Context: an optimization exercise on an open-source flow, tuned for small area and a short achievable clock period. The choices shown serve that exercise and are no tape-out recipe. Only simulation tests tie the RTL to the original design; equivalence was not proved. No activity file was given, so power comes from the tool's default toggle rates.

[design/flow/constraint.sdc]
create_clock -name core_clock -period 12.0 [get_ports {clk}]
set_input_delay 2.4000 -clock core_clock [delete_from_list [all_inputs] [get_ports {clk}]]
set_output_delay 2.4000 -clock core_clock [all_outputs]
set_load 0.01 [all_outputs]
[design/flow/design.v]
`timescale 1ns/1ps
module fp_mult (
    input logic clk,
    input logic rst,
    input logic en,
    input logic [31:0] a,
    input logic [31:0] b,
    output logic [31:0] result,  
    output logic ready
);
    logic [2:0] counter;
    logic sign_a_s1, sign_b_s1;
    logic [7:0] exp_a_s1, exp_b_s1;
    logic [23:0] mantissa_a_s1, mantissa_b_s1;
    logic [47:0] mantissa_r_s2;
    logic [7:0] exp_r_s2;
    logic sign_s2;
    logic [23:0] mantissa_r_s3;
    logic [7:0] exp_r_s3;
    logic sign_s3;
    always@(posedge clk or negedge rst) begin
        if (!rst) begin
            sign_a_s1 <= 0;
            sign_b_s1 <= 0;
            exp_a_s1 <= 8'b0;
            exp_b_s1 <= 8'b0;
            mantissa_a_s1 <= 24'b0;
            mantissa_b_s1 <= 24'b0;
            counter <= 0;
        end
        else begin
            if (en) begin
                sign_a_s1 <= a[31];
                sign_b_s1 <= b[31];
                exp_a_s1 <= a[30:23];
                exp_b_s1 <= b[30:23];
                mantissa_a_s1 <= {1'b1, a[22:0]};
                mantissa_b_s1 <= {1'b1, b[22:0]};
            end
            if (counter <= 3'b011) begin
                counter <= counter + 1;
            end 
            else begin
                counter <= 0;
            end
        end
    end
    always@(posedge clk or negedge rst) begin
        if (!rst) begin
            mantissa_r_s2 <= 48'b0;
            exp_r_s2 <= 8'b0;
            sign_s2 <= 0;
        end
        else begin
            if ((exp_a_s1 == 8'b0 && mantissa_a_s1[22:0] == 23'b0) || exp_b_s1 == 8'b0 && mantissa_b_s1[22:0] == 23'b0) begin
                mantissa_r_s2 <= 0;
                exp_r_s2 <= 0;
                sign_s2 <= 0; 
            end
            else begin
                mantissa_r_s2 <= mantissa_a_s1 * mantissa_b_s1;
                exp_r_s2 <= exp_a_s1 + exp_b_s1 - 127;
                sign_s2 <= sign_a_s1 ^ sign_b_s1;
            end
        end
    end
    always @(posedge clk or negedge rst) begin
        if (!rst) begin
            mantissa_r_s3 <= 0;
            exp_r_s3 <= 0;
            sign_s3 <= 0;
        end
        else begin
            if (mantissa_r_s2[47] == 1'b1) begin
                mantissa_r_s3 <= mantissa_r_s2[46:24];
                exp_r_s3 <= exp_r_s2 + 1;
                sign_s3 <= sign_s2;
            end
            else begin
                mantissa_r_s3 <= mantissa_r_s2[45:23];
                exp_r_s3 <= exp_r_s2;
                sign_s3 <= sign_s2;
            end
        end
    end
    always @(posedge clk or negedge rst) begin
        if (!rst) begin
            result <= 32'b0;
            ready <= 1;
        end
        else begin
            if (counter == 3'b011) begin
                if (exp_r_s3 >= 8'hFF) begin
                    result <= {sign_s3, 8'hFF, 23'b0};
                    ready <= 1;
                end
                else if (exp_r_s3 <= 8'h00) begin
                    result <= {sign_s3, 8'h00, 23'b0};
                    ready <= 1;
                end
                else begin
                    result <= {sign_s3, exp_r_s3[7:0], mantissa_r_s3[22:0]};
                    ready <= 1;
                end    
            end
            else begin
               ready <= 0; 
            end
        end
    end
endmodule
`timescale 1ns/1ps
module fp_add
(
    input logic clk,
    input logic rst,
    input logic en,
    input logic [31:0] a,
    input logic [31:0] b,
    output logic [31:0] sum,
    output logic ready
);
    logic [2:0] counter;
    logic sign_a_s1;
    logic [7:0] exp_a_s1;
    logic [23:0] mantissa_a_s1;
    logic sign_b_s1;
    logic [7:0] exp_b_s1;
    logic [23:0] mantissa_b_s1;
    logic larger_mantissa_s1;
    logic is_a_zero;
    logic is_b_zero;
    logic [7:0] exp_r_s2;
    logic [47:0] mantissa_r_s2;
    logic [7:0] exp_r_s3;
    logic [7:0] exp_r_s3_temp;
    logic [23:0] mantissa_r_s3;
    logic [47:0] mantissa_r_s3_temp;    
    logic [8:0] shift_amt;
    logic sign_r_s4;
    logic [7:0] exp_r_s4;
    logic [23:0] mantissa_r_s4;
    always @(posedge clk or negedge rst) begin
        if (!rst) begin
           sign_a_s1 <= 0;
           exp_a_s1 <= 0;
           mantissa_a_s1 <= 0;
           sign_b_s1 <= 0;
           exp_b_s1 <= 0;
           mantissa_b_s1 <= 0;
           larger_mantissa_s1 <= 0;
           is_a_zero <= 0;
           is_b_zero <= 0;
           counter <= 0;
        end
        else begin
            if (en) begin
                sign_a_s1 <= a[31];
                exp_a_s1 <= a[30:23];
                mantissa_a_s1 <= {1'b1, a[22:0]};
                sign_b_s1 <= b[31];
                exp_b_s1 <= b[30:23];
                mantissa_b_s1 <= {1'b1, b[22:0]};
                is_a_zero <= (a[30:23] == 8'b0 && a[22:0] == 23'b0);
                is_b_zero <= (b[30:23] == 8'b0 && b[22:0] == 23'b0);
                if (exp_a_s1 > exp_b_s1 || (exp_a_s1 == exp_b_s1 && mantissa_a_s1 > mantissa_b_s1)) begin
                    larger_mantissa_s1 <= 1;
                end 
                else begin
                    larger_mantissa_s1 <= 0;
                end
            end
            if (counter <= 3'b100) begin
                counter <= counter + 1;
            end
            else begin
                counter <= 0;
            end
        end
    end
    always @(posedge clk or negedge rst) begin
        if (!rst) begin
            mantissa_r_s2 <= 0;
            exp_r_s2 <= 0;
        end
        else begin
           if (is_a_zero && is_b_zero) begin
                mantissa_r_s2 <= 0;
                exp_r_s2 <= 0;
           end
           else if (!is_a_zero && is_b_zero) begin
                mantissa_r_s2 <= mantissa_a_s1;
                exp_r_s2 <= exp_a_s1;
           end
           else if (is_a_zero && !is_b_zero) begin
                mantissa_r_s2 <= mantissa_b_s1;
                exp_r_s2 <= exp_b_s1;
           end
           else begin
                if (exp_a_s1 == exp_b_s1) begin
                    mantissa_r_s2 <= mantissa_a_s1 + mantissa_b_s1;
                    exp_r_s2 <= exp_b_s1;
                end
                else if (exp_a_s1 < exp_b_s1) begin
                    mantissa_r_s2 <= (mantissa_a_s1 >> (exp_b_s1 - exp_a_s1)) + mantissa_b_s1;
                    exp_r_s2 <= exp_b_s1;
                end 
                else begin
                    mantissa_r_s2 <= (mantissa_b_s1 >> (exp_a_s1 - exp_b_s1)) + mantissa_a_s1;
                    exp_r_s2 <= exp_a_s1;
                end
           end
        end
    end
    always @(posedge clk or negedge rst) begin
        if (!rst) begin
            mantissa_r_s3 <= 0;
            exp_r_s3 <= 0;
        end
        else begin
            mantissa_r_s3_temp = mantissa_r_s2;
            exp_r_s3_temp = exp_r_s2;
            shift_amt = 9'd256 - {1'b0, exp_r_s3_temp};
            if (mantissa_r_s3_temp[23] == 0 && exp_r_s3_temp > 0) begin
                for (int k = 47; k >= 24; k--) begin
                    if (mantissa_r_s3_temp[k] && (k - 23) < shift_amt) begin
                        shift_amt = k - 23;
                    end
                end
                mantissa_r_s3_temp = mantissa_r_s3_temp >> shift_amt;
                exp_r_s3_temp = exp_r_s3_temp + shift_amt[7:0];
            end
            mantissa_r_s3 <= mantissa_r_s3_temp[23:0];
            exp_r_s3 <= exp_r_s3_temp;
        end
    end
    always@(posedge clk or negedge rst) begin
        if (!rst) begin
            sign_r_s4 <= 0;
            exp_r_s4 <= 0;
            mantissa_r_s4 <= 0;
        end
        else begin
            mantissa_r_s4 <= mantissa_r_s3;
            exp_r_s4 <= exp_r_s3;
            if (sign_a_s1 == sign_b_s1) begin
                sign_r_s4 <= sign_b_s1;
            end
            else begin
                if (larger_mantissa_s1) begin
                    sign_r_s4 <= sign_a_s1;
                end
                else begin
                    sign_r_s4 <= sign_b_s1;
                end
            end
        end
    end
    always @(posedge clk or negedge rst) begin
        if (!rst) begin
            sum <= 0;
            ready <= 1;
        end
        else begin
            if (counter == 3'b100) begin
                if (exp_r_s4 == 8'b0 && mantissa_r_s4 == 24'b0) begin
                    if (is_a_zero && is_b_zero) begin
                        sum <= 32'b0;
                        ready <= 1;
                    end
                    else if (is_a_zero) begin
                        sum <= {sign_b_s1, 31'b0};
                        ready <= 1;
                    end
                    else if (is_b_zero) begin
                        sum <= {sign_a_s1, 31'b0};
                        ready <= 1;
                    end 
                end
                else begin
                    if (exp_r_s4 > 8'hFF) begin
                        sum <= {sign_r_s4, 8'hFF, 23'b0};
                        ready <= 1;
                    end
                    else if (exp_r_s4 < 8'h00) begin
                        sum <= {sign_r_s4, 8'h00, 23'b0};
                        ready <= 1;
                    end
                    else begin
                        sum <= {sign_r_s4, exp_r_s4[7:0], mantissa_r_s4[22:0]};
                        ready <= 1; 
                    end
                end 
            end
            else begin
                ready <= 0;
            end
        end
    end
endmodule
`timescale 1ns/1ps
module PE (
    input clk,
    input rst,
    input logic [31:0] PE_in_a,
    input logic [31:0] PE_in_b,
    output logic [31:0] PE_out_r
);
    logic [31:0] accumulated_value;
    logic [31:0] mult_out;
    logic [31:0] add_out;
    logic en_mult;
    logic en_add;
    logic ready_mult;
    logic ready_add;
    logic [31:0] mult_latch;
    fp_mult uut_1(.clk(clk), 
                  .rst(rst), 
                  .en(en_mult), 
                  .a(PE_in_a), 
                  .b(PE_in_b), 
                  .result(mult_out),
                  .ready(ready_mult));
    always@(posedge clk or negedge rst) begin
        if (!rst) begin
            mult_latch <= 32'b0;
        end 
        else begin
            mult_latch <= mult_out;
        end   
    end
    fp_add uut_2(.clk(clk), 
                 .rst(rst), 
                 .en(en_add), 
                 .a(accumulated_value), 
                 .b(mult_latch), 
                 .sum(add_out),
                 .ready(ready_add));
    always@(posedge clk or negedge rst) begin
        if (!rst) begin
            accumulated_value <= 0;
            en_mult <= 1;
            en_add <= 1;
        end
        else begin
            if (ready_mult) begin
                en_mult <= 1;
            end
            else begin
               en_mult <= 0; 
            end
            if (ready_add) begin
                en_add <= 1;
                accumulated_value <= add_out;
            end
            else begin
                en_add <= 0;
            end
        end
    end
    assign PE_out_r = accumulated_value;
endmodule
[design/flow/config.mk]
export PLATFORM = sky130hd
export DESIGN_NAME = PE
export DESIGN_NICKNAME = PE
export VERILOG_FILES = /design/flow/design.v
export SDC_FILE = /design/flow/constraint.sdc
export NUM_CORES = 4
export LEC_CHECK = 0
export CAP_MARGIN = 20
export CORE_MARGIN = 2
export CORE_UTILIZATION = 40
export SLEW_MARGIN = 20
[design/flow/run.sh]
#!/bin/bash
# synth_recipe.tcl (not shown) runs the flow's synth.tcl, then flattens the netlist and writes it again
# the make line also repeats each setting of config.mk as NAME=value (left out here)
make -C /OpenROAD-flow-scripts/flow DESIGN_CONFIG=/design/flow/config.mk WORK_HOME=/design/flow/orfs CLKGATE_MAP_FILE= SYNTH_SCRIPT=/design/flow/synth_recipe.tcl finish
==> results of run 1 <==
==> state kept, by name, indices dropped and copies added, names as in the netlist, 8 cells and up <==
name,count
uut_2.mantissa_r_s3,24
uut_2.exp_a_s1,8
uut_1.exp_b_s1,8
uut_1.mantissa_a_s1,24
uut_2.mantissa_a_s1,23
accumulated_value,32
uut_1.mantissa_r_s2,25
uut_1.mantissa_b_s1,23
uut_2.exp_r_s3,8
mult_latch,32
uut_2.exp_b_s1,8
uut_2.sum,32
uut_2.exp_r_s4,8
uut_2.mantissa_r_s2,25
uut_1.exp_r_s3,8
uut_1.exp_r_s2,8
uut_2.exp_r_s2,8
uut_2.mantissa_b_s1,24
uut_1.result,32
uut_2.mantissa_r_s4,24
uut_1.exp_a_s1,8
uut_1.mantissa_r_s3,23
==> stage by stage <==
stage | setup slack, ns | power (uW)
2_1_floorplan | 4.83 | 9820
3_3_place_gp | 4.27 | 12400
3_5_place_dp | 4.21 | 12400
4_1_cts | 4.17 | 14200
5_1_grt | 3.78 | 15700
6_report | 4.12 | 14100
==> cell families (layout without fill, tap and decap cells) <==
| group | Yosys count | after routing | share of synthesized area |
|---|---|---|---|
| xor gates and xnor gates | 101 | 101 | 0.0205 |
| buffers and inverters | 881 | 901 | 0.0788 |
| adders and majority gates | 787 | 787 | 0.313 |
| and+or+nand+nor | 1417 | 1417 | 0.159 |
| AOI/OAI and AO/OA | 736 | 736 | 0.111 |
| muxes | 238 | 238 | 0.0653 |
| DFF | 435 | 435 | 0.253 |
==> cells in the final DEF (no fill, tap or decap), drive strengths merged, types with 17 or more instances in the layout <==
cell / instances
nand2b: 19
clkbuf: 70
a22o: 48
or3: 17
nand4: 37
a31oi: 24
xnor2: 67
xor2: 34
and2: 286
fa: 487
a21oi: 188
mux4: 19
nand3: 49
mux2: 156
and3: 25
clkdlybuf4s50: 96
ha: 300
a211oi: 39
mux2i: 63
o21ai: 197
dfrtp: 431
nand2: 628
inv: 648
nor2b: 30
nor3: 57
or2: 20
nor2: 171
buf: 64
nor4: 48
o21bai: 18
a21o: 55
o211ai: 23
==> layout make-up <==
cell class / instances / area [sq um]
fill: 10400 / 59600
multi-input combinational: 3279 / 28900
sequential: 435 / 10900
inverter: 647 / 2430
tap: 1403 / 1760
timing repair buffer: 161 / 1490
clock buffer: 69 / 1450
clock inverter: 24 / 382
==> power groups by stage <==
stage	Clock [uW]	Combinational [uW]	Sequential, uW
after global routing	1780	11900	2010
after CTS	1730	10500	1980
final	1690	10400	1990
after global placement	0	10400	2000
after floorplan	0	7900	1920
after detailed placement	0	10400	2010
==> layer usage <==
layer  share of wire  up-vias  routed length (microns)  track usage
met5               0        -                        0            0
met2            0.45     1034                    58000        0.363
li1                -    15000                        -            -
met4           0.033        0                     4150       0.0704
met3           0.058      199                     7390       0.0311
met1            0.46    16700                    58100        0.338
==> cell usage after synthesis, types with 20 or more instances <==
master,n,area (sq um)
nand3_1,49,245
mux2_2,156,1760
mux2i_1,63,631
nand4_1,37,231
nor4_1,47,294
fa_1,487,9750
and3_1,25,156
xor2_1,34,298
or2_2,20,125
o21ai_0,193,966
nor2_1,168,631
o211ai_1,23,173
ha_1,300,3750
a22o_1,48,420
clkbuf_1,201,754
a21oi_1,186,931
nor3_1,56,280
dfrtp_1,431,10800
a31oi_1,24,150
xnor2_1,67,587
nand2_1,627,2350
and2_1,285,1780
a21o_1,54,405
nor2b_1,30,188
inv_1,645,2420
a211oi_1,39,293
==> how the worst min path moves through the flow <==
stage | end | slack [ns] | cells past startpoint
after floorplan | uut_1.sign_s3 | 0.33 | 0
after global placement | uut_2.exp_r_s4[6] | 0.33 | 0
after detailed placement | uut_2.mantissa_r_s4[18] | 0.34 | 0
after CTS | uut_2.mantissa_r_s4[18] | 0.34 | 0
after global routing | uut_2.mantissa_r_s4[19] | 0.35 | 0
final | uut_2.mantissa_r_s4[18] | 0.34 | 0
==> flow_summary.json, run 1 <==
{
  "fmax_mhz": 127,
  "fp.coreArea_sq_um": 107000,
  "comb_power_share": 0.739,
  "worstPathRequired_ns": 12.55,
  "clk_latency_ns": 0.68,
  "cp_top_family": "adder cells",
  "switching_share": 0.487,
  "tns_ns": 0,
  "grt_pass1_vias": 33000,
  "viasPerCell": 5.48,
  "place_congestion": 0.941,
  "finalClockSkew_ns": 0.0468,
  "crit_cells": 23,
  "clock_path_buffers": 3,
  "die_area_sq_um": 110000,
  "drtPass1Iterations": 6,
  "timing.final.crit_share": 0.656,
  "ys_seq_area_frac": 0.253,
  "status": "no timing/DRC/antenna violations",
  "wl_per_cell_microns": 21.2,
  "whs_ns": 0.339,
  "design_area_sq_um": 47300,
  "crit_start": "uut_1.mantissa_b_s1[5]",
  "postCtsResizedCells": 0,
  "grt_pass1_wl_microns": 200000,
  "crit_fanout": 26,
  "p_seq_frac": 0.141,
  "synth_area_sq_um": 43100,
  "async_flop_share": 1.00,
  "max-vdd-ir-drop_mv": 0.737,
  "syn_avg_cell_area_sq_um": 9.38,
  "cts.sinks": 435,
  "p_per_area_nw_per_um2": 298,
  "crit_type": "reg2reg",
  "dieWidth_microns": 332,
  "p_leak_uw": 0.0229,
  "place_inst": 5924,
  "dpl.hpwl_microns": 97000,
  "p_sw_uw": 6860,
  "synth_ff_type": "dfrtp_1",
  "synthesis.nets": 5448,
  "ios": 98,
  "num_rows": 120,
  "slowest_delay_ns": 1.01,
  "synth-edff-count": 0,
  "syn_inst": 4595,
  "max_slew_margin": 0.243,
  "ant_nets": 0,
  "holdCritPathClass": "reg2reg",
  "drc_errors": 0,
  "antenna_found_initial": 1,
  "cts_tree": "yes",
  "hold_viol_final": 0,
  "layout.cells.non_filler": 6018,
  "cts_made_buffers": 51,
  "dpl_cell_area_sq_um": 45400,
  "die_height_microns": 332,
  "io_buffer_count": 97,
  "cp_cell_sequence": "nand2_1, fa_1, inv_1, fa_1, inv_1, fa_1, fa_1, inv_1, fa_1, fa_1, inv_1, fa_1, inv_1, ha_1, a21o_1, a31o_2, a211oi_1, a311oi_1, a31o_2, a31o_2, a2111oi_0, nor3_1, nor3_1",
  "cp.buffers_inverters": 5,
  "rrSetupSlack_ns": 4.12,
  "internal_power_uw": 7220,
  "grt_max_degree": 170,
  "routed_wl_microns": 128000,
  "crit_path_start_kind": "flop",
  "gr-total-overflow": 0,
  "cpMostUsedCell": "fa_1",
  "via_count": 33000,
  "root_buffer": "clkbuf_16",
  "drive_gt1_frac": 0.0843,
  "reg2reg_from": "uut_1.mantissa_b_s1[5]",
  "r2r_cells": 23,
  "critPathCapture": "uut_1.mantissa_r_s2[39]",
  "start_util": 0.403,
  "grt_usage": 0.233,
  "synthToLayoutAreaGrowth_pct": 9.65,
  "rsz0062_at_grt": "false",
  "post-route-util": 0.442,
  "ys_types": 94,
  "drv_slew": 0,
  "setup_viol": 0,
  "drt_iter0_markers": 2712,
  "antenna_cells": 0,
  "holdBufCountCts": 0,
  "drv_cap": 0,
  "cts_setup_buffers": 0,
  "htreeDepth": 2,
  "nets": 5428,
  "clockPowerShare": 0.120,
  "period_minus_slack_ns": 7.88,
  "cp.arrival_ns": 8.43,
  "end_kind": "flop",
  "synth-seq-cells": 435,
  "r2r_end": "uut_1.mantissa_r_s2[39]",
  "path_clk_slew_ns": 0.06,
  "tightest_slew_ns": 1.13,
  "hold_start": "uut_2.mantissa_r_s3[18]",
  "cpMaxStageDelayCell": "dfrtp_1",
  "synth_warnings": 3
}
==> inputs of run 2 (changes only) <==
==> design/flow/design.v (replaced) <==
`timescale 1ns/1ps
module fp_mult (
    input  logic        clk,
    input  logic [2:0]  phase,
    input  logic        skip,
    input  logic [31:0] a,
    input  logic [31:0] b,
    output logic [31:0] result
);
    logic        sgn;        
    logic [7:0]  exp_a, exp_b;
    logic [22:0] man_a;
    logic [22:0] man_b;      
    logic        nz_b;       
    logic [25:0] acc;        
    logic        first, last;
    assign first = (phase == 3'd1);
    assign last  = (phase == 3'd0);
    logic [4:0] digit;
    assign digit = last ? {2'b01, man_b[2:0]} : man_b[4:0];
    logic [30:0] step;
    assign step = (first ? 26'd0 : acc) + {1'b1, man_a, 2'b00} * digit;
    always @(posedge clk) begin
        if (last) begin
            sgn   <= a[31] ^ b[31];
            exp_a <= a[30:23];
            exp_b <= b[30:23];
            man_a <= a[22:0];
            man_b <= b[22:0];
        end
        else begin
            man_b <= man_b >> 5;
        end
        nz_b <= (first ? 1'b0 : nz_b) | (|digit[4:0] & ~last) | (|man_b[2:0] & last);
        acc  <= step[30:5];
    end
    logic [7:0] e2;
    logic       s2, z2;
    always @(posedge clk) begin
        e2 <= exp_a + exp_b + 8'd129;
        s2 <= sgn;
        z2 <= (exp_a == 8'd0 && man_a == 23'd0) ||
              (exp_b == 8'd0 && !nz_b && man_b[2:0] == 3'd0);
    end
    logic [7:0]  e3;
    logic [22:0] m3;
    assign e3 = e2 + {7'd0, acc[24]};
    assign m3 = acc[24] ? acc[23:1] : acc[22:0];
    always @(posedge clk) begin
        if (first && !skip) begin
            if (z2)
                result <= 32'd0;
            else if (e3 == 8'hFF)
                result <= {s2, 8'hFF, 23'd0};
            else if (e3 == 8'h00)
                result <= {s2, 8'h00, 23'd0};
            else
                result <= {s2, e3, m3};
        end
    end
endmodule
`timescale 1ns/1ps
module fp_add (
    input  logic        clk,
    input  logic        rst,
    input  logic [2:0]  phase,
    input  logic        run,
    input  logic [31:0] b,
    output logic [31:0] sum
);
    logic [31:0] a;
    assign a = sum;
    logic za, zb;
    assign za = (a[30:0] == 31'd0);
    assign zb = (b[30:0] == 31'd0);
    logic       swap;
    logic [4:0] shamt;
    logic [7:0] diff;
    assign diff = (a[30:23] < b[30:23]) ? b[30:23] - a[30:23] : a[30:23] - b[30:23];
    always @(posedge clk) begin
        swap <= (a[30:23] < b[30:23]);
        shamt <= (diff[7:5] != 3'd0) ? 5'd31 : diff[4:0];
    end
    logic [23:0] man_a, man_b, major, minor;
    assign man_a = {~za, a[22:0]};
    assign man_b = {~zb, b[22:0]};
    assign major   = swap ? man_b : man_a;
    assign minor = swap ? man_a : man_b;
    logic        larger;     
    logic        s_sgn;
    logic [7:0]  s_exp;
    logic [24:0] s_man;
    always @(posedge clk) begin
        if (phase == 3'd3) begin
            s_sgn <= (za && zb) ? 1'b0 : (larger ? a[31] : b[31]);
            s_exp <= swap ? b[30:23] : a[30:23];
            s_man <= {1'b0, major} + {1'b0, minor >> shamt};
        end
    end
    always @(posedge clk or negedge rst) begin
        if (!rst)
            larger <= 1'b0;
        else if (phase == 3'd3 && run)
            larger <= (a[30:0] > b[30:0]);
    end
    logic norm;
    assign norm = s_man[24] && !s_man[23] && (s_exp != 8'd0);
    always @(posedge clk or negedge rst) begin
        if (!rst)
            sum <= 32'd0;
        else if (phase == 3'd5 && run)
            sum <= {s_sgn, s_exp + {7'd0, norm}, norm ? s_man[23:1] : s_man[22:0]};
    end
endmodule
`timescale 1ns/1ps
module PE (
    input clk,
    input rst,
    input logic [31:0] PE_in_a,
    input logic [31:0] PE_in_b,
    output logic [31:0] PE_out_r
);
    logic [2:0] cm;      
    logic [2:0] ca;      
    logic       run;     
    always @(posedge clk or negedge rst) begin
        if (!rst) begin
            cm  <= 3'd0;
            ca  <= 3'd0;
            run <= 1'b0;
        end
        else begin
            cm <= (cm == 3'd4) ? 3'd0 : cm + 3'd1;
            ca <= (ca == 3'd5) ? 3'd0 : ca + 3'd1;
            if (ca == 3'd5)
                run <= 1'b1;
        end
    end
    logic [31:0] prod;
    fp_mult uut_1 (.clk(clk),
                   .phase(cm),
                   .skip(ca == 3'd2),
                   .a(PE_in_a),
                   .b(PE_in_b),
                   .result(prod));
    fp_add uut_2 (.clk(clk),
                  .rst(rst),
                  .phase(ca),
                  .run(run),
                  .b(prod),
                  .sum(PE_out_r));
endmodule
--- a/design/flow/config.mk
+++ b/design/flow/config.mk
@@ -6,6 +6,8 @@
 export NUM_CORES = 4
 export LEC_CHECK = 0
+export ABC_CLOCK_PERIOD_IN_PS = 3500
 export CAP_MARGIN = 20
 export CORE_MARGIN = 2
 export CORE_UTILIZATION = 40
+export SETUP_SLACK_MARGIN = 5
 export SLEW_MARGIN = 20
==> flow_summary.json, run 2 <==
{
  "place_congestion": 0.876,
  "synth_top_area_share": 0.190,
  "setup_viol": 0,
  "syn_avg_cell_area_sq_um": 9.52,
  "crit_path_start_kind": "flop",
  "synth_area_leaders": "edfxtp_1 19%, ha_1 11%, fa_1 8.4%",
  "clock_path_buffers": 3,
  "clk_latency_ns": 0.56,
  "crit_fanout": 39,
  "synth_warnings": 3,
  "seqCellArea_sq_um": 5510,
  "synthToLayoutAreaGrowth_pct": 14.9,
  "htreeDepth": 1,
  "synthesis.nets": 2038,
  "holdCritPathClass": "reg2reg",
  "grt_pass1_wl_microns": 65500,
  "drt_iter0_markers": 561,
  "synth_ff_type": "edfxtp_1",
  "holdBufCountCts": 0,
  "rsz0062_at_grt": "false",
  "hold_viol_final": 0,
  "drive_gt1_frac": 0.0790,
  "num_rows": 74,
  "die_area_sq_um": 43500,
  "async_flop_share": 0.189,
  "gr-total-overflow": 0,
  "drv_cap": 0,
  "antenna_cells": 0,
  "drtPass1Iterations": 5,
  "fp.coreArea_sq_um": 41000,
  "path_clk_slew_ns": 0.06,
  "use_met3": 0.0282,
  "start_util": 0.408,
  "layout_setup_ws_ns": 5.51,
  "synth_area_leader_cell": "edfxtp_1",
  "finalClockSkew_ns": 0.0253,
  "viasPerCell": 5.27,
  "ios": 98,
  "timing.final.crit_share": 0.541,
  "nets": 2109,
  "synth.most_common_cell": "nand2_1",
  "ys_top_cells_by_count": "223 x nand2_1, 157 x inv_1, 145 x ha_1",
  "ys_types": 75,
  "fillerInstances": 3877,
  "mostFrequentLayoutCells": "223 x nand2_1, 156 x inv_1, 145 x ha_1, 106 x edfxtp_1, 105 x nor2_1",
  "tns_ns": 0,
  "root_buffer": "clkbuf_16",
  "whs_ns": 0.376,
  "grt_pass1_vias": 12800,
  "antenna_found_initial": 0,
  "die_height_microns": 209,
  "p_per_area_nw_per_um2": 135,
  "period_minus_slack_ns": 6.49,
  "met2_usage": 0.320,
  "fmax_mhz": 154,
  "grt_busiest_layer": "met2",
  "io_buffer_count": 97,
  "grt_max_degree": 68,
  "cp.arrival_ns": 6.92,
  "post-place-ws_ns": 4.76,
  "synth-seq-cells": 212,
  "syn_inst": 1757,
  "routed_wl_microns": 39300,
  "synth_area_sq_um": 16700,
  "final_common_cell": "nand2_1",
  "dpl.hpwl_microns": 30300,
  "cts.sinks": 212,
  "cts_tree": "yes",
  "p_leak_uw": 0.00838,
  "cts_setup_buffers": 0,
  "ant_nets": 0,
  "crit_type": "reg2reg",
  "dieWidth_microns": 209,
  "ys_seq_area_frac": 0.329,
  "drc_errors": 0,
  "reg_top3": "uut_1.result: 32 flops, uut_2.sum: 32 flops, uut_1.acc: 26 flops",
  "grt_usage": 0.184,
  "wl_per_cell_microns": 16.5,
  "tightest_slew_ns": 1.01,
  "via_count": 12500,
  "max-vdd-ir-drop_mv": 0.106,
  "cts_made_buffers": 26,
  "max_slew_margin": 0.315,
  "multi_input_area_sq_um": 10400,
  "drv_slew": 0,
  "status": "no timing/DRC/antenna violations",
  "met1_usage": 0.231,
  "synth-edff-count": 106,
  "end_kind": "flop",
  "worstPathRequired_ns": 12.43
}
-- run 2: cell types whose count changed after synthesis, moves of 106 or more --
cell / delta
edfxtp_1: +106
nand2_1: -404
and2_1: -193
o21ai_0: -117
fa_1: -417
clkbuf_1: -148
inv_1: -488
dfrtp_1: -391
mux2_2: -113
ha_1: -155
-- run 2: through the flow --
step / util / cells / total power [uW] / area (sq um)
floorplan: - / 1757 / 1570 / 16700
global placement: 0.444 / 2330 / 1730 / 18200
detailed placement: 0.444 / 2330 / 1750 / 18200
CTS: 0.467 / 2378 / 2620 / 19200
global route: 0.469 / 2380 / 2780 / 19200
finish: 0.469 / 2380 / 2590 / 19200
-- run 2: cell type report --
class,instances,area share
tap,532,0.0346
inverter,158,0.0309
clock buffer,34,0.0381
multi-input combinational,1324,0.543
clock inverter,14,0.0111
timing repair buffer,106,0.0553
sequential,212,0.287
-- run 2: timing repair --
item,4_1_cts,5_1_grt
gates resized for setup,2,6
setup endpoints to repair,6,9
pin swaps,0,0
cloned,0,1
-- run 2: path summary, 6_finish.rpt --
path                           start       endpoint  slack [ns]  cells after the start
min in group asynchronous        rst  uut_2.sum[28]        1.87                      1
max                            cm[0]  uut_1.acc[20]        5.51                     26
min                        uut_1.sgn       uut_1.s2        0.38                      0
min reg2reg                uut_1.sgn       uut_1.s2        0.38                      0
max reg2reg                    cm[0]  uut_1.acc[20]        5.51                     26
max in group asynchronous        rst  uut_2.sum[31]        9.71                      1
-- run 2: report_power, final --
part	internal, uW	total [uW]	leakage (uW)	switching (uW)
clock	538	860	0.000455	322
combinational	398	859	0.00596	461
sequential	838	875	0.00196	36.2
-- run 2: critical path, stage by stage (launching register included) --
cell,delay (ns)
dfrtp_1,0.39
inv_1,0.06
ha_1,0.23
nand2b_1,0.12
buf_8,0.25
nand2b_4,0.14
and2_1,0.20
fa_1,0.49
fa_1,0.56
inv_1,0.06
fa_1,0.52
inv_1,0.04
ha_1,0.25
or4_4,0.55
o221a_4,0.26
or3_2,0.44
a21oi_1,0.19
xnor2_1,0.08
ha_1,0.33
nand3_1,0.08
nor2_1,0.08
o21ai_0,0.16
a21oi_2,0.22
o31ai_1,0.11
a21boi_1,0.24
mux2i_1,0.21
o211ai_1,0.10
-- run 2: layer usage --
metal / vias up / share of wire
met3: 82 / 0.039
met2: 244 / 0.47
li1: 6254 / -
met4: 0 / 0.041
met5: - / 0
met1: 5963 / 0.45
-- run 2: logic make-up after synthesis --
family / share of synthesized area
simple gates: 0.176
xor+xnor: 0.0435
fa+ha+maj: 0.192
compound gates: 0.112
mux: 0.0975
flops: 0.329
buf+inv: 0.0500
==> inputs of run 3 (changes only) <==
--- a/design/flow/config.mk
+++ b/design/flow/config.mk
@@ -10,4 +10,3 @@
 export CORE_MARGIN = 2
 export CORE_UTILIZATION = 40
-export SETUP_SLACK_MARGIN = 5
 export SLEW_MARGIN = 20
==> flow_summary.json, run 3 <==
{
  "ys_seq_area_frac": 0.329,
  "post-route-util": 0.468,
  "synthesis.nets": 2038,
  "ys_types": 75,
  "hold_viol_final": 0,
  "ys_top_cells_by_count": "223 x nand2_1, 157 x inv_1, 145 x ha_1",
  "whs_ns": 0.376,
  "cts.sinks": 212,
  "io_buffer_count": 97,
  "grt_usage": 0.184,
  "rsz0062_at_grt": "false",
  "grt_pass1_vias": 12800,
  "dieWidth_microns": 209,
  "period_minus_slack_ns": 7.26,
  "r2r_end": "uut_1.acc[20]",
  "postCtsResizedCells": 0,
  "drt_iter0_markers": 557,
  "drc_errors": 0,
  "synth_ff_type": "edfxtp_1",
  "r2r_cells": 26,
  "crit_fanout": 38,
  "antenna_found_initial": 0,
  "holdCritPathClass": "reg2reg",
  "reg2reg_from": "cm[0]",
  "dpl_cell_area_sq_um": 18200,
  "grt_max_degree": 68,
  "clock_path_buffers": 3,
  "path_clk_slew_ns": 0.06,
  "fillerInstances": 3882,
  "die_height_microns": 209,
  "synth_area_leader_cell": "edfxtp_1",
  "die_area_sq_um": 43500,
  "syn_inst": 1757,
  "synthToLayoutAreaGrowth_pct": 14.7,
  "nets": 2108,
  "reg_top3": "uut_1.result: 32 flops, uut_2.sum: 32 flops, uut_1.acc: 26 flops",
  "hold_start": "uut_1.sgn",
  "routed_wl_microns": 39100,
  "syn_avg_cell_area_sq_um": 9.52,
  "ios": 98,
  "viasPerCell": 5.26,
  "p_per_area_nw_per_um2": 135,
  "crit_type": "reg2reg",
  "holdBufCountCts": 0,
  "max-vdd-ir-drop_mv": 0.106,
  "p_leak_uw": 0.00836,
  "cts_made_buffers": 26,
  "crit_path_start_kind": "flop",
  "clk_latency_ns": 0.56,
  "synth_warnings": 3,
  "cpMaxStageDelayCell": "fa_1",
  "num_rows": 74,
  "fp.coreArea_sq_um": 41000,
  "drtPass1Iterations": 5,
  "tns_ns": 0,
  "cp.arrival_ns": 7.69,
  "drive_gt1_frac": 0.0769,
  "synth.most_common_cell": "nand2_1",
  "start_util": 0.408,
  "status": "no timing/DRC/antenna violations",
  "hold_path_end": "uut_1.s2",
  "synth_area_leaders": "edfxtp_1 19%, ha_1 11%, fa_1 8.4%",
  "synth-edff-count": 106,
  "mostFrequentLayoutCells": "223 x nand2_1, 156 x inv_1, 145 x ha_1, 106 x edfxtp_1, 105 x nor2_1",
  "drv_cap": 0,
  "finalClockSkew_ns": 0.0256,
  "rrSetupSlack_ns": 4.74,
  "setup_viol": 0,
  "slowest_delay_ns": 0.56,
  "end_kind": "flop",
  "root_buffer": "clkbuf_16",
  "async_flop_share": 0.189,
  "place_congestion": 0.876,
  "ant_nets": 0,
  "tightest_slew_ns": 1.01,
  "final_common_cell": "nand2_1",
  "timing.final.crit_share": 0.605,
  "grt_pass1_wl_microns": 65500,
  "cts_setup_buffers": 0,
  "cts_tree": "yes",
  "design_area_sq_um": 19200,
  "dpl.hpwl_microns": 30300,
  "antenna_cells": 0,
  "max_slew_margin": 0.319,
  "fmax_mhz": 138,
  "place_inst": 2330,
  "drv_slew": 0,
  "synth_area_sq_um": 16700,
  "synth-seq-cells": 212,
  "layout.cells.non_filler": 2379,
  "worstPathRequired_ns": 12.43,
  "synth_top_area_share": 0.190,
  "gr-total-overflow": 0,
  "htreeDepth": 1,
  "via_count": 12500,
  "min_path_cells": 0,
  "wl_per_cell_microns": 16.4
}
## run 3: cell counts after synthesis
No cell type changed its count.
## run 3: cells by family after synthesis
| kind of cell | count (synthesis) | share of synthesized area |
|---|---|---|
| xor+xnor | 83 | 0.0435 |
| fa+ha+maj | 215 | 0.192 |
| compound gates | 291 | 0.112 |
| simple gates | 604 | 0.176 |
| flops | 212 | 0.329 |
| mux | 130 | 0.0975 |
| buf+inv | 222 | 0.0500 |
## run 3: layout make-up
| cell class | instances | area, sq um | share of cell area |
|---|---|---|---|
| multi-input combinational | 1323 | 10400 | 0.543 |
| sequential | 212 | 5510 | 0.287 |
| timing repair buffer | 106 | 1060 | 0.0550 |
| clock buffer | 34 | 733 | 0.0382 |
| tap | 532 | 666 | 0.0347 |
| inverter | 158 | 594 | 0.0310 |
| clock inverter | 14 | 213 | 0.0111 |
## run 3: worst max path at each step
stage,endpoint,cells past startpoint,slack (ns),from
floorplan,uut_1.acc[20],27,5.71,cm[0]
global placement,uut_1.acc[20],26,4.86,cm[0]
detailed placement,uut_1.acc[20],26,4.76,cm[0]
CTS,uut_1.acc[20],26,4.73,cm[0]
global route,uut_1.acc[20],29,4.10,cm[0]
finish,uut_1.acc[20],26,4.74,cm[0]
## run 3: through the flow
step,worst slack (ns),power [uW]
after global placement,4.86,1730
final,4.74,2590
after global routing,4.10,2770
after floorplan,5.71,1570
after detailed placement,4.76,1750
after CTS,4.73,2620
## run 3: metal layers
layer / up-vias / track usage / share of wire
met5: - / 0 / 0
met4: 0 / 0.0652 / 0.038
met3: 73 / 0.0282 / 0.040
met2: 243 / 0.320 / 0.47
met1: 5949 / 0.231 / 0.45
li1: 6245 / - / -
## run 3: critical path, delay by kind of cell (launching register included)
family	cells	cell delay [ns]
adder cells (fa/ha/maj)	6	2.37
AND/OR/NAND/NOR	7	2.14
AO/OA/AOI/OAI	7	1.42
buffers and inverters	4	0.50
flip-flops	1	0.39
multiplexers	1	0.22
XOR/XNOR	1	0.08
## run 3: where the power goes
part	leakage, uW	total (uW)	switching (uW)	internal, uW
Sequential	0.00196	874	36.1	838
Clock	0.000455	860	322	538
Combinational	0.00594	857	460	396
Total	0.00836	2590	818	1770
==> inputs of run 4 (changes only) <==
--- a/design/flow/config.mk
+++ b/design/flow/config.mk
@@ -6,5 +6,4 @@
 export NUM_CORES = 4
 export LEC_CHECK = 0
-export ABC_CLOCK_PERIOD_IN_PS = 3500
 export CAP_MARGIN = 20
 export CORE_MARGIN = 2
==> flow_summary.json, run 4 <==
{
  "status": "no timing/DRC/antenna violations",
  "crit_path_start_kind": "flop",
  "end_kind": "flop",
  "async_flop_share": 0.189,
  "ys_seq_area_frac": 0.329,
  "reg2reg_from": "cm[0]",
  "synth_ff_type": "edfxtp_1",
  "drv_cap": 0,
  "start_util": 0.408,
  "place_congestion": 0.876,
  "synth_top_area_share": 0.190,
  "via_count": 12500,
  "crit_start": "cm[0]",
  "synthToLayoutAreaGrowth_pct": 14.7,
  "root_buffer": "clkbuf_16",
  "holdCritPathClass": "reg2reg",
  "p_leak_uw": 0.00836,
  "dieWidth_microns": 209,
  "ant_nets": 0,
  "cp.arrival_ns": 7.69,
  "synthesis.nets": 2038,
  "setup_viol": 0,
  "finalClockSkew_ns": 0.0256,
  "clk_latency_ns": 0.56,
  "period_minus_slack_ns": 7.26,
  "synth_area_leaders": "edfxtp_1 19%, ha_1 11%, fa_1 8.4%",
  "hold_viol_final": 0,
  "p_per_area_nw_per_um2": 135,
  "gr-total-overflow": 0,
  "max_slew_margin": 0.319,
  "viasPerCell": 5.26,
  "clock_path_buffers": 3,
  "cts_setup_buffers": 0,
  "grt_max_degree": 68,
  "drt_iter0_markers": 557,
  "cts.sinks": 212,
  "synth_warnings": 3,
  "tightest_slew_ns": 1.01,
  "ys_top_cells_by_count": "223 x nand2_1, 157 x inv_1, 145 x ha_1",
  "nets": 2108,
  "syn_inst": 1757,
  "fmax_mhz": 138,
  "io_buffer_count": 97,
  "path_clk_slew_ns": 0.06,
  "ios": 98,
  "routed_wl_microns": 39100,
  "cts_made_buffers": 26,
  "antenna_cells": 0,
  "syn_avg_cell_area_sq_um": 9.52,
  "min_path_cells": 0,
  "worstPathRequired_ns": 12.43,
  "timing.final.crit_share": 0.605,
  "grt_pass1_vias": 12800,
  "grt_usage": 0.184,
  "final_common_cell": "nand2_1",
  "synth-seq-cells": 212,
  "grt_pass1_wl_microns": 65500,
  "reg_top3": "uut_1.result: 32 flops, uut_2.sum: 32 flops, uut_1.acc: 26 flops",
  "crit_type": "reg2reg",
  "drtPass1Iterations": 5,
  "drc_errors": 0,
  "ys_types": 75,
  "holdBufCountCts": 0,
  "rsz0062_at_grt": "false",
  "fp.coreArea_sq_um": 41000,
  "synth_area_leader_cell": "edfxtp_1",
  "die_area_sq_um": 43500,
  "mostFrequentLayoutCells": "223 x nand2_1, 156 x inv_1, 145 x ha_1, 106 x edfxtp_1, 105 x nor2_1",
  "wl_per_cell_microns": 16.4,
  "cts_tree": "yes",
  "htreeDepth": 1,
  "crit_fanout": 38,
  "post-route-util": 0.468,
  "dpl.hpwl_microns": 30300,
  "postCtsResizedCells": 0,
  "synth_area_sq_um": 16700,
  "num_rows": 74,
  "hold_start": "uut_1.sgn",
  "tns_ns": 0,
  "drv_slew": 0,
  "drive_gt1_frac": 0.0769,
  "synth-edff-count": 106,
  "antenna_found_initial": 0,
  "synth.most_common_cell": "nand2_1",
  "max-vdd-ir-drop_mv": 0.106,
  "die_height_microns": 209,
  "r2r_cells": 26
}
-- run 4: cell counts in the layout (fill, tap and decap cells not counted) --
No cell type changed its count.
-- run 4: cell type report --
class | count | area, sq um
Fill cell | 3882 | 21800
Clock buffer | 34 | 733
Clock inverter | 14 | 213
Inverter | 158 | 594
Tap cell | 532 | 666
Timing Repair Buffer | 106 | 1060
Sequential cell | 212 | 5510
Multi-Input combinational cell | 1323 | 10400
-- run 4: critical path, cell delays in order, from the launching register on --
cell and delay (ns):
dfrtp_1 0.39, inv_1 0.06, ha_1 0.23, nand2b_1 0.09, buf_4 0.34, nand2b_1 0.52
and2_1 0.38, fa_1 0.49, fa_1 0.56, inv_1 0.06, fa_1 0.52, inv_1 0.04
ha_1 0.24, or4_4 0.55, o221a_4 0.26, or3_2 0.44, a21oi_1 0.19, xnor2_1 0.08
ha_1 0.33, nand3_1 0.08, nor2_1 0.08, o21ai_0 0.15, a21oi_1 0.28, o31ai_1 0.13
a21boi_0 0.31, mux2i_1 0.22, o211ai_1 0.10
-- run 4: logic make-up (layout without fill, tap and decap cells) --
kind of cell | count (synthesis) | count (layout) | synth area share
flip-flops | 212 | 212 | 0.329
adder cells (fa/ha/maj) | 215 | 215 | 0.192
buffers and inverters | 222 | 312 | 0.0500
XOR/XNOR | 83 | 83 | 0.0435
AND/OR/NAND/NOR | 604 | 604 | 0.176
multiplexers | 130 | 130 | 0.0975
AO/OA/AOI/OAI | 291 | 291 | 0.112
-- run 4: metrics by stage --
step | setup slack, ns | power [uW] | instances | instance area, sq um | hold slack (ns)
2_1_floorplan | 5.71 | 1570 | 1757 | 16700 | 0.323
3_3_place_gp | 4.86 | 1730 | 2330 | 18200 | 0.345
3_5_place_dp | 4.76 | 1750 | 2330 | 18200 | 0.357
4_1_cts | 4.73 | 2620 | 2378 | 19200 | 0.380
5_1_grt | 4.10 | 2770 | 2379 | 19200 | 0.386
6_report | 4.74 | 2590 | 2379 | 19200 | 0.376
-- run 4: final timing paths --
kind,endpoint,slack [ns]
max in group asynchronous,uut_2.sum[31],9.71
setup reg to reg,uut_1.acc[20],4.74
setup / recovery,uut_1.acc[20],4.74
hold reg to reg,uut_1.s2,0.38
hold / removal,uut_1.s2,0.38
min in group asynchronous,uut_2.sum[28],1.87
-- run 4: routing by layer --
metal / GRT usage / vias to the layer above / share of wire
met5: 0 / - / 0
li1: - / 6245 / -
met4: 0.0652 / 0 / 0.038
met1: 0.231 / 5949 / 0.45
met2: 0.320 / 243 / 0.47
met3: 0.0282 / 73 / 0.040
-- run 4: power breakdown --
part	internal (uW)	switching, uW	total, uW	leakage [uW]
Combinational	396	460	857	0.00594
Clock	538	322	860	0.000455
Sequential	838	36.1	874	0.00196
Total	1770	818	2590	0.00836

## separate check: timing with driven ports
In the flow no input, the clock included, has a driving cell. The finished layouts below were timed again as built, in two steps.
Step 1 assumes that a clkbuf_16 drives the clock port and a buf_2 every other input.
Step 2, shift: input delay + t, output delay - t, t = (earliest + latest rising clock arrival at the registers) / 2. This alone moves slack from input paths to output paths.
a / b / c = ideal / step 1 / step 2; a / b = the first two.
run | shift t [ns] | slack for setup (ns) | latest minus earliest clock arrival (ns)
run 1 | 0.713 | 4.123 / 4.123 / 4.123 | 0.068 / 0.068
run 2 | 0.605 | 5.511 / 5.511 / 5.511 | 0.027 / 0.027
run 3 | 0.603 | 4.745 / 4.745 / 4.745 | 0.027 / 0.027
run 4 | 0.603 | 4.745 / 4.745 / 4.745 | 0.027 / 0.027
After both steps setup and hold are still met in every run listed.
